Context: an optimization exercise on an open-source flow, tuned for small area. The choices shown serve that exercise and are no tape-out recipe.
Only simulation tests tie the RTL to the original design; equivalence was not proved.
Power figures rest on the tool's default switching activity, not on a simulated workload.

// Top_SR
module Top_SR(
    input clk_in,
    input rst,
    input [3:0] div,
    input start,
    input [170-1:0] din,
    input dout_sr,
    output clk_sr,
    output din_sr,
    output load_sr,
    output [170-1:0] dout
    );
For scale: ~810 cells after synthesis, roughly 360 flip-flops, roughly 350 I/O pins.
clock: 5.0 ns
lec_check: 0
cap_margin: 0
core_margin: 2
core_utilization: 65
place_density: 0.75
slew_margin: 0
buffer_ports_args: -buffer_cell sky130_fd_sc_hd__buf_1
cts_args: -sink_clustering_enable -repair_clock_nets -dont_use_dummy_load -buf_list sky130_fd_sc_hd__clkbuf_16 -sink_clustering_size 35 -sink_clustering_max_diameter 60
standard.sh (not shown) runs the stock make flow with config.mk's settings and CLKGATE_MAP_FILE= SYNTH_SCRIPT=/design/flow/synth_recipe.tcl, a recipe that flattens the netlist after the stock synthesis.
==> flow/flow/run.sh <==
#!/bin/bash
cat >> "$FLOW_CONFIG" <<'EOC'
export BUFFER_PORTS_ARGS = -buffer_cell sky130_fd_sc_hd__buf_1
export CTS_ARGS = -sink_clustering_enable -repair_clock_nets -dont_use_dummy_load -buf_list sky130_fd_sc_hd__clkbuf_16 -sink_clustering_size 35 -sink_clustering_max_diameter 60
EOC
bash standard.sh > standard.log 2>&1
The starting point finished with timing, DRC and antenna clean.
Edit:
==> flow/flow/run.sh (replaced) <==
#!/bin/bash
cat >> "$FLOW_CONFIG" <<'EOC'
export BUFFER_PORTS_ARGS = -buffer_cell sky130_fd_sc_hd__buf_1
export CTS_ARGS = -sink_clustering_enable -repair_clock_nets -dont_use_dummy_load -buf_list sky130_fd_sc_hd__clkbuf_16 -sink_clustering_size 30 -sink_clustering_max_diameter 80
EOC
bash standard.sh > standard.log 2>&1
Settings changed: CAP_MARGIN 0 to 20, CORE_UTILIZATION 65 to 40, CTS_ARGS -sink_clustering_enable -repair_clock_nets -dont_use_dummy_load -buf_list sky130_fd_sc_hd__clkbuf_16 -sink_clustering_size 35 -sink_clustering_max_diameter 60 to -sink_clustering_enable -repair_clock_nets -dont_use_dummy_load -buf_list sky130_fd_sc_hd__clkbuf_16 -sink_clustering_size 30 -sink_clustering_max_diameter 80, PLACE_DENSITY 0.75 to unset, SLEW_MARGIN 0 to 20.
Outcome: The new run produced a clean layout. Clock-buffer cell count does not change. Design area goes up slightly. Sequential cell count does not change. Worst setup slack got worse by 110 ps. Non-clock buffer count is higher by 6. Final cell count rose by roughly a tenth. Via count stays flat. Total power rises slightly. Wire length is higher by a little under a tenth. Combinational power increases by a little under a tenth.
Edit:
Settings changed: CORE_UTILIZATION 40 to 65, PLACE_DENSITY set to 0.75.
What happened: The new run completed with no timing, DRC or antenna violations; non-clock buffer count drops by 5; via count climbs by 0.62%; synthesized area does not change; synthesized cell count does not change; die area drops by 38%; total power drops by 2.1%; utilization climbs by 28 points; worst setup slack improves by 77 ps.
Edit:
Settings changed: CORE_UTILIZATION 65 to 75, PLACE_DENSITY 0.75 to 0.85.
The new run ended with an error in detailed placement (3_5_place_dp) on DPL-0033.
Synthesized cell count stays the same.
Synthesized area is unchanged.
Edit:
Settings changed: CORE_UTILIZATION 75 to 70, PLACE_DENSITY 0.85 to 0.8.
- The changed run completed without violations
- synthesized cell count is unchanged
- area after synthesis is unchanged

* * *

== v22 ==
The RTL this note starts from:
==> flow/design.v <==
`timescale 1ns / 1ps
module Clock_Div(
    input clk_in,
    input [3:0] div,
    input rst,
    output reg clk_out,
    output rise,
    output fall
    );
 reg [2:0] count;
 wire clk_next = (div == 4'b0100) ? count[1] :
                 (div == 4'b1000) ? count[2] : count[0];
 always @(posedge clk_in or posedge rst)
  if (rst) begin
   count   <= 3'b0;
   clk_out <= 1'b0;
  end else begin
   count   <= count + 1'b1;
   clk_out <= clk_next;
  end
 assign rise = ~clk_out & clk_next;
 assign fall = clk_out & ~clk_next;
endmodule
`timescale 1ns / 1ps
module SR_Control(
    input [170-1:0] din,
    input clk,
    input clk_div,
    input rise,
    input rst,
    input start,
    output reg din_sr,
    output load_sr,
    output clk_sr
    );
 reg [7:0] c;
 wire idle = (c == 8'd173);
 assign load_sr = (c == 8'd171);
 assign clk_sr = ~rst & (~clk_div | load_sr);
 always @(posedge clk or posedge rst)
  if (rst) begin
   c      <= 8'd173;
   din_sr <= 1'b0;
  end else if (rise) begin
   if (idle) begin
    if (start) c <= 8'd0;
   end else
    c <= c + 1'b1;
   din_sr <= (c < 170) ? din[c] : 1'b0;
  end
endmodule
`timescale 1ns / 1ps
module Recieve_Data(
    input dout_sr,
    input clk,
    input fall,
    input rst,
    input load_sr,
    output [170-1:0] dout
    );
 reg [170-1:0] tmp_n;
 reg [170-1:0] dout_n;
 reg nvalid;
 reg [7:0] r;
 wire idle = (r == 8'd171);
 wire done = fall && (r == 8'd170);
 always @(posedge clk or posedge rst)
  if (rst)
   r <= 8'd171;
  else if (fall) begin
   if (idle) begin
    if (load_sr) r <= 8'd0;
   end else
    r <= r + 1'b1;
  end
 always @(posedge clk or posedge rst)
  if (rst)
   nvalid <= 1'b1;
  else if (done)
   nvalid <= 1'b0;
 always @(posedge clk)
  if (fall)
   tmp_n <= {~dout_sr, tmp_n[170-1:1]};
 always @(posedge clk)
  if (done)
   dout_n <= tmp_n;
 assign dout = ~(dout_n | {170{nvalid}});
endmodule
`timescale 1ns / 1ps
module Top_SR(
    input clk_in,
    input rst,
    input [3:0] div,
    input start,
    input [170-1:0] din,
    input dout_sr,
    output clk_sr,
    output din_sr,
    output load_sr,
    output [170-1:0] dout
    );
wire clk_div;
wire rise;
wire fall;
Clock_Div clock_div_0(
        .clk_in(clk_in),
        .div(div),
        .rst(rst),
        .clk_out(clk_div),
        .rise(rise),
        .fall(fall)
        );
SR_Control sr_control_0(
         .din(din),
         .clk(clk_in),
         .clk_div(clk_div),
         .rise(rise),
         .rst(rst),
         .start(start),
         .din_sr(din_sr),
         .load_sr(load_sr),
         .clk_sr(clk_sr)
        );
Recieve_Data recieve_data_0(
        .dout_sr(dout_sr),
        .clk(clk_in),
        .fall(fall),
        .rst(rst),
        .load_sr(load_sr),
        .dout(dout)
        );                         
endmodule
clock: 5.0 ns
lec_check: 0
cap_margin: 20
core_margin: 2
core_utilization: 40
slew_margin: 20
buffer_ports_args: -buffer_cell sky130_fd_sc_hd__buf_1
cts_args: -sink_clustering_enable -repair_clock_nets -dont_use_dummy_load -buf_list sky130_fd_sc_hd__clkbuf_16 -sink_clustering_size 25 -sink_clustering_max_diameter 60
==> flow/flow/run.sh <==
#!/bin/bash
cat >> "$FLOW_CONFIG" <<'EOC'
export BUFFER_PORTS_ARGS = -buffer_cell sky130_fd_sc_hd__buf_1
export CTS_ARGS = -sink_clustering_enable -repair_clock_nets -dont_use_dummy_load -buf_list sky130_fd_sc_hd__clkbuf_16 -sink_clustering_size 25 -sink_clustering_max_diameter 60
EOC
bash standard.sh > standard.log 2>&1
Setup changes, v22 to v54
Settings: CTS_ARGS changed from -sink_clustering_enable -repair_clock_nets -dont_use_dummy_load -buf_list sky130_fd_sc_hd__clkbuf_16 -sink_clustering_size 25 -sink_clustering_max_diameter 60 to -sink_clustering_enable -repair_clock_nets -dont_use_dummy_load.
==> flow/flow/run.sh <==
#!/bin/bash
cp standard.sh standard_sh_copy.txt
cat >> "$FLOW_CONFIG" <<'EOC'
export BUFFER_PORTS_ARGS = -buffer_cell sky130_fd_sc_hd__buf_1
export CTS_ARGS = -sink_clustering_enable -repair_clock_nets -dont_use_dummy_load
EOC
bash standard.sh > standard.log 2>&1
==> summary.txt <==
- Via count normalized by instance count is higher on v54
- Looking at switching part of the total, v54 sits 0.32 points lower than v22 does.
- Having completed the whole flow, v54 delivered a layout that passed the timing, DRC and antenna checks.
- v22 finished every step from synthesis to the final layout, and the layout passed the timing, DRC and antenna checks.
- Re setup slack after layout: v22 and v54 aren't equal, and the higher value belongs to v54.
- On v54: logic gate share of total power is 1.0 points lower than what v22 gave.
- Lower TritonCTS buffer count goes to v22 over v54.
Input changes introduced in v41 (baseline for comparison: v54):
Settings: removing BUFFER_PORTS_ARGS (formerly -buffer_cell sky130_fd_sc_hd__buf_1); removing CTS_ARGS (formerly -sink_clustering_enable -repair_clock_nets -dont_use_dummy_load).
==> flow/run.sh (new file) <==
#!/bin/bash
# synth_recipe.tcl (not shown) runs the flow's synth.tcl, then flattens the netlist and writes it again
# the make line also repeats each setting of config.mk as NAME=value (left out here)
make -C /OpenROAD-flow-scripts/flow DESIGN_CONFIG=/design/flow/config.mk WORK_HOME=/design/flow/orfs CLKGATE_MAP_FILE= SYNTH_SCRIPT=/design/flow/synth_recipe.tcl finish
removed: flow/flow/run.sh
removed: flow/standard.sh
Notes after the runs:
Compared with v54, v41 shows a clock period minus worst slack that is 210 ps higher. v41 -> v54: number of standard-cell rows in the floorplan delta 0, exact match. Lower final design area excluding fillers among v41 and v54: v54.
> inputs changed (v41 -> v37)
Settings: CTS_ARGS now -sink_clustering_enable -repair_clock_nets -dont_use_dummy_load -buf_list sky130_fd_sc_hd__clkbuf_8 -sink_clustering_size 12 -sink_clustering_max_diameter 50, previously not set; BUFFER_PORTS_ARGS now -buffer_cell sky130_fd_sc_hd__buf_1, previously not set.
==> flow/flow/run.sh (new file) <==
#!/bin/bash
cat >> "$FLOW_CONFIG" <<'EOC'
export BUFFER_PORTS_ARGS = -buffer_cell sky130_fd_sc_hd__buf_1
export CTS_ARGS = -sink_clustering_enable -repair_clock_nets -dont_use_dummy_load -buf_list sky130_fd_sc_hd__clkbuf_8 -sink_clustering_size 12 -sink_clustering_max_diameter 50
EOC
bash standard.sh > standard.log 2>&1
==> flow/standard.sh (new file) <==
#!/bin/bash
# synth_recipe.tcl (not shown) runs the flow's synth.tcl, then flattens the netlist and writes it again
# the make line also repeats each setting of config.mk as NAME=value (left out here)
make -C /OpenROAD-flow-scripts/flow DESIGN_CONFIG=/design/flow/config.mk WORK_HOME=/design/flow/orfs CLKGATE_MAP_FILE= SYNTH_SCRIPT=/design/flow/synth_recipe.tcl "${@:-finish}"
removed: flow/run.sh
==> summary.txt <==
Of v41 and v37, the higher met3 track demand over resource belongs to v41. v41 and v37 ended up with roughly the same non-clock buffer count. Between v41 and v37, the flow reports average routed wire per standard cell decreasing by a little under 10%. Of v41 and v37, the run reporting the lower time the worst path needs with I/O delays and setup was v37. Total of fill cells in the finished design, v37 vs v41: up by more than 10%. v37 vs. v41: flip-flop and latch share of the layout cell area went up by 10 points.

==> static timing again, ports no longer ideal <==
In the flow no input, the clock included, has a driving cell. The finished layouts below were timed again as built, in two steps.
Step 1 sets driving cells, clkbuf_16 on the clock port and buf_2 on the other inputs (assumed; they add their load-dependent delay and slew).
Step 2 adds t to the input delays and takes it off the output delays; t is the mean of the earliest and latest rising clock arrival at the registers after step 1. Input paths then give back, and output paths get back, about the clock's delay inside the block.
Three values: ideal ports, drivers, drivers and shift; two values: the first two.
run	shift t [ns]	slack for setup (ns)	worst setup path at the end
the first run of note 1	0.523	1.140 / 1.140 / 0.684	input to register
the second run of note 1	0.528	1.031 / 1.031 / 0.670	input to register
the third run of note 1	0.522	1.108 / 1.108 / 0.674	input to register
the fifth run of note 1	0.524	1.004 / 1.004 / 0.608	input to register
v22	0.566	1.424 / 1.375 / 1.595	input to register
v54	0.537	1.482 / 1.432 / 1.599	input to register
v41	0.553	1.274 / 1.224 / 1.135	input to register
v37	0.566	1.440 / 1.391 / 1.593	input to register
After both steps every run listed still meets setup and hold. The setup slack of the first run of note 1, which loses most, moves by 0.000 ns with the drivers and by -0.456 ns with both steps.
